Background: an optimization exercise with open tools, aiming at a short achievable clock period and few clock cycles. Do not read the settings as production practice. Only simulation tests tie the RTL to the original design; equivalence was not proved.

main:
## RISC_V
module RISC_V(clk, rst, imem_addr, imem_rdata, dmem_addr, dmem_wdata, dmem_we, dmem_rdata);
    input clk, rst;
    output [31:0] imem_addr;
    input [31:0] imem_rdata;
    output [31:0] dmem_addr, dmem_wdata;
    output dmem_we;
    input [31:0] dmem_rdata;
    reg [31:0] pc_f;
    reg        e_valid;
    reg [4:0]  e_rd;
    reg        e_we, e_load, e_store, e_pred, e_stfwd;
    reg        c_eq1, c_eq0, c_lt1, c_lt0, c_al, e_jr;
    reg [5:0]  e_sel;             
    reg        e_sub, e_unsigned;
    reg [31:0] e_a, e_b, e_r2, e_imm, e_bimm, e_pc, e_link;
    reg        m_valid;
    reg [4:0]  m_rd;
    reg        m_we, m_load, m_store;
    reg [31:0] m_val, m_wdata;
    reg [31:0] rf [1:31];
    wire [31:0] ir = imem_rdata;
    assign imem_addr = pc_f;
    wire [6:0] op  = ir[6:0];
    wire [4:0] rd  = ir[11:7];
    wire [2:0] f3  = ir[14:12];
    wire [4:0] rs1 = ir[19:15];
    wire [4:0] rs2 = ir[24:20];
    wire       f7b = ir[30];
    wire is_r     = (op == 7'b0110011);
    wire is_i     = (op == 7'b0010011);
    wire is_load  = (op == 7'b0000011);
    wire is_store = (op == 7'b0100011);
    wire is_br    = (op == 7'b1100011);
    wire is_lui   = (op == 7'b0110111);
    wire is_jal   = (op == 7'b1101111);
    wire is_jalr  = (op == 7'b1100111);
    wire [31:0] imm_i = {{20{ir[31]}}, ir[31:20]};
    wire [31:0] imm_s = {{20{ir[31]}}, ir[31:25], ir[11:7]};
    wire [31:0] imm_b = {{20{ir[31]}}, ir[7], ir[30:25], ir[11:8], 1'b0};
    wire [31:0] imm_j = {{12{ir[31]}}, ir[19:12], ir[20], ir[30:21], 1'b0};
    wire [31:0] imm_u = {ir[31:12], 12'd0};
    wire use1 = is_r | is_i | is_load | is_store | is_br | is_jalr;
    wire use2 = is_r | is_store | is_br;
    wire writes = (is_r | is_i | is_load | is_lui | is_jal | is_jalr) && (rd != 5'd0);
    reg [5:0] sel;
    reg       sub, uns;
    always @* begin
        sel = 6'b000001;
        sub = 1'b0;
        uns = 1'b0;
        if (is_r | is_i) begin
            case (f3)
                3'b000: begin sel = 6'b000001; sub = is_r & f7b; end
                3'b010: begin sel = 6'b010000; sub = 1'b1; end
                3'b011: begin sel = 6'b010000; sub = 1'b1; uns = 1'b1; end
                3'b110: sel = 6'b000100;
                3'b111: sel = 6'b000010;
                3'b100: sel = 6'b001000;
  ...
For scale: ~1300 flip-flops.
==> flow/config.mk <==
export PLATFORM = sky130hd
export DESIGN_NAME = RISC_V
export DESIGN_NICKNAME = RISC_V
export VERILOG_FILES = /design/flow/design.v
export SDC_FILE = /design/flow/constraint.sdc
export NUM_CORES = 4
export LEC_CHECK = 0
export CAP_MARGIN = 20
export CORE_MARGIN = 2
export CORE_UTILIZATION = 40
export SLEW_MARGIN = 20
==> flow/constraint.sdc <==
create_clock -name core_clock -period 8.8 [get_ports {clk}]
set_input_delay 1.7600 -clock core_clock [delete_from_list [all_inputs] [get_ports {clk}]]
set_output_delay 1.7600 -clock core_clock [all_outputs]
set_load 0.01 [all_outputs]
standard.sh (not shown) runs the stock make flow with config.mk's settings and CLKGATE_MAP_FILE= SYNTH_SCRIPT=/design/flow/synth_recipe.tcl, a recipe that flattens the netlist after the stock synthesis.
==> flow/flow/run.sh <==
#!/bin/bash
set -euo pipefail
bash standard.sh SETUP_SLACK_MARGIN=6 ADDER_MAP_FILE= ABC_CLOCK_PERIOD_IN_PS=2500 finish > standard_make.log 2>&1
Testbench counts of main, summed over its fixed seeds: cycles 165,573.
What the feature branch does differently from main at the input level:
- CORE_UTILIZATION now 30, was 40
- SYNTH_HIERARCHICAL now 1, previously not set
==> run notes <==
The feature branch vs main: met3 routing resource usage after global routing down. The feature branch ended up with a higher compound-gate portion of the synthesized area than main did. Sort main and the feature branch by number of global-route vias before repair, ascending, and main comes first. The endpoint of the most critical setup path comes out pc_f[19] in one run and pc_f[31] in the other, namely in the feature branch and main respectively. Route | the feature branch vs main | wire longer in the feature branch. Summary — starting density of the core, the feature branch relative to main: lower, by 10 points.

what the ideal ports hide:
The flow's constraints put no driver on any port. The routed layouts listed below were extracted and timed again, unchanged, in two steps. Step 1 sets driving cells, clkbuf_16 on the clock port and buf_2 on the other inputs (assumed; they add their load-dependent delay and slew). Step 2 moves the port delays by t, midway between the first and last clock arrival at a register: inputs arrive t later, outputs are due t later. That takes back most of the time a late clock gives input paths. Three values: no drivers, after step 1, after step 2; two values: the first two.
| run | t (ns) | slack for setup (ns) | worst setup path at the end | slew at the worst register clock pin (ns) | worst data-port slew with drivers (ns) |
|---|---|---|---|---|---|
| main | 0.894 | 4.899 / 4.736 / 3.842 | input to register | 0.07 / 0.07 | 0.38 |
| the feature branch | 0.913 | 5.029 / 4.951 / 4.038 | input to register | 0.07 / 0.07 | 0.41 |
After both steps every run listed still meets setup and hold. The setup slack of main, which loses most, moves by -0.163 ns with the drivers and by -1.057 ns with both steps.
